This design comes from an exercise in tuning for small area on the open sky130 flow, not from production work.
Function was checked by simulation only, so behaviour that the tests miss may differ from the original.
No driver is modelled on the clock port, so clocking that relies on it looks cheaper here than on a real chip.
Power and IR drop assume default switching activity.

// stopwatch
module stopwatch(
    input clk,
    input reset,
    input btnd,
    input btnr,
    input [7:0] sw,
    output [7:0] seg,
    output [3:0] an
    );
Size in the first run: roughly 220 cells after synthesis.
==> module stopwatch, before the edit <==
module stopwatch(
    input clk,
    input reset,
    input btnd,
    input btnr,
    input [7:0] sw,
    output [7:0] seg,
    output [3:0] an
    );
wire tick, scan, sample, blink;
clock_divider ClockDivider(.clk(clk), .rst(reset), .tick(tick), .scan(scan),
    .sample(sample), .blink(blink));
wire clr;
wire clr_rise_unused;
debouncer RstDebouncer(.clk_sys(clk), .rst(reset), .en(sample), .button(btnd),
    .button_output(clr), .rise(clr_rise_unused));
wire pause_out_unused;
wire pause_rise;
debouncer PauseDebouncer(.clk_sys(clk), .rst(reset), .en(sample), .button(btnr),
    .button_output(pause_out_unused), .rise(pause_rise));
reg paused;
always @(posedge clk) begin
    if (reset)
        paused <= 1'b0;
    else if (pause_rise)
        paused <= ~paused;
end
reg adj;     
always @(posedge clk) begin
    if (scan)
        adj <= sw[0];
end
reg [3:0] s0;    
reg [2:0] s1;    
reg [3:0] m0;    
reg [2:0] m1;    
reg half;        
reg blink_m, blink_s;
reg P;
wire clear = reset | clr;
wire run = tick & ~paused;
always @(posedge clk) begin
    if (clear) begin
        half <= 1'b0;
        blink_m <= 1'b0;
        blink_s <= 1'b0;
    end else if (run) begin
        if (!adj)
            half <= ~half;
        blink_m <= adj & ~sw[1];
        blink_s <= adj & sw[1];
    end
end
always @(posedge clk) begin
    if (reset) begin
        P <= 1'b0;
    end else begin
        if (scan)
            P <= 1'b0;
        else if (run & ~clr)
            P <= 1'b1;
    end
end
wire s0_9 = s0[3] & s0[0];
wire s1_5 = s1[2] & s1[0];
wire m0_9 = m0[3] & m0[0];
wire m1_5 = m1[2] & m1[0];
wire step = scan & P;
wire inc_s = step & (adj ? blink_s : ~half);
wire inc_m = step & (adj ? blink_m : (~half & s0_9 & s1_5));
wire [3:0] t_s0 = {inc_s & s0[0] & (s0[3] | (s0[2] & s0[1])), inc_s & s0[0] & s0[1],
                   inc_s & s0[0] & ~s0[3], inc_s};
wire inc_s1 = inc_s & s0_9;
wire [2:0] t_s1 = {inc_s1 & s1[0] & (s1[1] | s1[2]), inc_s1 & s1[0] & ~s1[2], inc_s1};
wire [3:0] t_m0 = {inc_m & m0[0] & (m0[3] | (m0[2] & m0[1])), inc_m & m0[0] & m0[1],
                   inc_m & m0[0] & ~m0[3], inc_m};
wire inc_m1 = inc_m & m0_9;
wire [2:0] t_m1 = {inc_m1 & m1[0] & (m1[1] | m1[2]), inc_m1 & m1[0] & ~m1[2], inc_m1};
always @(posedge clk) begin
    if (reset || (scan && clr)) begin
        s0 <= 4'd0;
        s1 <= 3'd0;
        m0 <= 4'd0;
        m1 <= 3'd0;
    end else begin
        s0 <= s0 ^ t_s0;
        s1 <= s1 ^ t_s1;
        m0 <= m0 ^ t_m0;
        m1 <= m1 ^ t_m1;
    end
end
reg [2:0] ds;
always @(posedge clk) begin
    if (reset)
        ds <= 3'b000;
    else if (scan)
        ds <= {ds[1] & ds[0], ds[0], ~(ds[2] & ds[0])};
end
wire d_s0 = ds[0] & ~ds[1];
wire d_s1 = ds[1] & ~ds[2];
wire d_m0 = ds[2] & ds[0];
wire d_m1 = ds[2] & ~ds[0];
wire [3:0] dig = ({4{d_s0}} & s0) | ({4{d_s1}} & {1'b0, s1})
               | ({4{d_m0}} & m0) | ({4{d_m1}} & {1'b0, m1});
assign an[0] = ~d_s0 | (blink_s & blink);
assign an[1] = ~d_s1 | (blink_s & blink);
assign an[2] = ~d_m0 | (blink_m & blink);
assign an[3] = ~d_m1 | (blink_m & blink);
wire [3:0] d = dig;
wire [6:0] segs;
assign segs[0] = ~d[3] & ~d[1] & (d[2] ^ d[0]);
assign segs[1] = d[2] & (d[1] ^ d[0]);
assign segs[2] = ~d[2] & d[1] & ~d[0];
assign segs[3] = (d[2] & ~d[1] & ~d[0]) | (~d[2] & ~d[1] & d[0] & ~d[3]) | (d[2] & d[1] & d[0]);
assign segs[4] = d[0] | (d[2] & ~d[1]);
assign segs[5] = (~d[3] & ~d[2] & d[0]) | (~d[2] & d[1]) | (d[1] & d[0]);
assign segs[6] = (~d[3] & ~d[2] & ~d[1]) | (d[2] & d[1] & d[0]);
assign seg = {1'b1, segs};
endmodule
Settings: LEC_CHECK=0, CAP_MARGIN=20, CORE_MARGIN=2, CORE_UTILIZATION=40, GPL_TIMING_DRIVEN=0, SLEW_MARGIN=20; clock period 12.0 ns.
standard.sh (not shown) runs the stock make flow with config.mk's settings and CLKGATE_MAP_FILE= SYNTH_SCRIPT=/design/flow/synth_recipe.tcl, a recipe that flattens the netlist after the stock synthesis.
==> flow/flow/run.sh <==
#!/bin/bash
# Own layout flow: the standard synthesis, then an area re-mapping of the
# combinational logic (flip-flops untouched: same instances, names and cells),
# then the standard layout with smaller port buffers and a hand-made
# three-buffer clock tree (manual_cts.tcl). Each tool writes its full output to a log_* file here.
set -euo pipefail
W=$(pwd)
F=$W/flow
PLAT=${FLOW_PLATFORM:-sky130hd}
R=$W/orfs/results/$PLAT/stopwatch/base
YOSYS=$FLOW_HOME/../tools/install/yosys/bin/yosys
[ -x "$YOSYS" ] || YOSYS=yosys
LIB=$FLOW_HOME/platforms/$PLAT/lib/sky130_fd_sc_hd__tt_025C_1v80.lib

bash standard.sh synth > $W/log_1_synth.txt 2>&1

cp $R/1_2_yosys.v $W/standard_synth.v
python3 $F/mkmodels.py $W/standard_synth.v $LIB > $W/cell_models.v

# map with ABC under several random seeds, four at a time, and keep the smallest
SEEDS="1 2 3 4 5 6 7 8"
for S in $SEEDS; do
  sed "s/@SEED@/$S/" $F/remap.abc > $W/remap_$S.abc
  REMAP_LIB=$LIB REMAP_MODELS=$W/cell_models.v REMAP_IN=$W/standard_synth.v \
  REMAP_OUT=$W/remapped_$S.v REMAP_STAT=$W/remap_stat_$S.txt REMAP_ABC=$W/remap_$S.abc \
  REMAP_DONT_USE="$(cat $F/dont_use.txt)" \
    $YOSYS -c $F/remap.tcl > $W/log_2_remap_$S.txt 2>&1 &
  if [ $((S % 4)) -eq 0 ]; then wait; fi
done
wait
best=""; bestarea=""
for S in $SEEDS; do
  a=$(grep "Chip area" $W/remap_stat_$S.txt | awk '{print $NF}') || continue
  [ -n "$a" ] || continue
  if [ -z "$best" ] || awk "BEGIN{exit !($a < $bestarea)}"; then best=$S; bestarea=$a; fi
done
echo "remap: chose $best with area $bestarea" > $W/log_2_remap_choice.txt
cp $W/remapped_$best.v $R/1_2_yosys.v
rm -f $R/1_synth.odb $R/1_synth.sdc

bash standard.sh \
  "BUFFER_PORTS_ARGS=-buffer_cell sky130_fd_sc_hd__buf_1" \
  "CTS_ARGS=$(cat $F/cts_args.txt)" \
  "PRE_CTS_TCL=$F/manual_cts.tcl" \
  finish > $W/log_3_layout.txt 2>&1
Other scripts of this flow, unchanged in this note and not shown: flow/flow/cts_args.txt, flow/flow/dont_use.txt, flow/flow/manual_cts.tcl, flow/flow/mkmodels.py, flow/flow/remap.abc, flow/flow/remap.tcl
Rerun with:
--- a/flow/design.v
+++ b/flow/design.v
@@ -153,23 +153,30 @@
         m1 <= m1 ^ t_m1;
     end
 end
-reg [2:0] ds;
+reg [1:0] pos;
+reg on;
 always @(posedge clk) begin
-    if (reset)
-        ds <= 3'b000;
-    else if (scan)
-        ds <= {ds[1] & ds[0], ds[0], ~(ds[2] & ds[0])};
+    if (reset) begin
+        pos <= 2'd3;
+        on <= 1'b0;
+    end else if (scan) begin
+        pos <= {pos[1] ^ pos[0], ~pos[0]};
+        on <= 1'b1;
+    end
 end
-wire d_s0 = ds[0] & ~ds[1];
-wire d_s1 = ds[1] & ~ds[2];
-wire d_m0 = ds[2] & ds[0];
-wire d_m1 = ds[2] & ~ds[0];
-wire [3:0] dig = ({4{d_s0}} & s0) | ({4{d_s1}} & {1'b0, s1})
-               | ({4{d_m0}} & m0) | ({4{d_m1}} & {1'b0, m1});
-assign an[0] = ~d_s0 | (blink_s & blink);
-assign an[1] = ~d_s1 | (blink_s & blink);
-assign an[2] = ~d_m0 | (blink_m & blink);
-assign an[3] = ~d_m1 | (blink_m & blink);
+reg [3:0] dig;
+always @(*) begin
+    case (pos)
+        2'd0: dig = s0;
+        2'd1: dig = {1'b0, s1};
+        2'd2: dig = m0;
+        default: dig = {1'b0, m1};
+    endcase
+end
+assign an[0] = ~(on & (pos == 2'd0)) | (blink_s & blink);
+assign an[1] = ~(on & (pos == 2'd1)) | (blink_s & blink);
+assign an[2] = ~(on & (pos == 2'd2)) | (blink_m & blink);
+assign an[3] = ~(on & (pos == 2'd3)) | (blink_m & blink);
 wire [3:0] d = dig;
 wire [6:0] segs;
 assign segs[0] = ~d[3] & ~d[1] & (d[2] ^ d[0]);
Setup slack gets better by 66 ps.
Core utilization went up by 0.21 points.
Combinational power went up by about 10%.
Sequential share of layout area went down by 0.21 points.
Power went up by 1.8%.
Design area went up by 0.46%.
Fmax went up by 1.5%.
Sequential power is about the same.
Worst hold slack hardly moves.
Via count barely changes.
Cell count went up by 0.65%.
Critical path depth is unchanged.
Wire length went up by 0.51%.

-- static timing again, ports no longer ideal --
The flow's constraints put no driver on any port. The routed layouts listed below were extracted and timed again, unchanged, in two steps. Step 1, drivers: a clkbuf_16 drives clk and a buf_2 each remaining input, both assumed. Step 2 times the ports against the registers' clock, not the clock port: input delays grow and output delays shrink by t, the midpoint of the rising clock arrivals with the driver on. a / b / c = ideal ports / drivers / drivers and shift; a / b = the first two.
run	shift t [ns]	slack for setup (ns)	hold WS [ns]	worst setup path at the end	cell pins on the clock port's net
the first run	0.198	7.385 / 7.343 / 7.541	0.429 / 0.429 / 0.429	register to output	3
the second run	0.201	7.451 / 7.409 / 7.610	0.431 / 0.431 / 0.431	register to output	3
After both steps setup and hold are still met in every run listed.
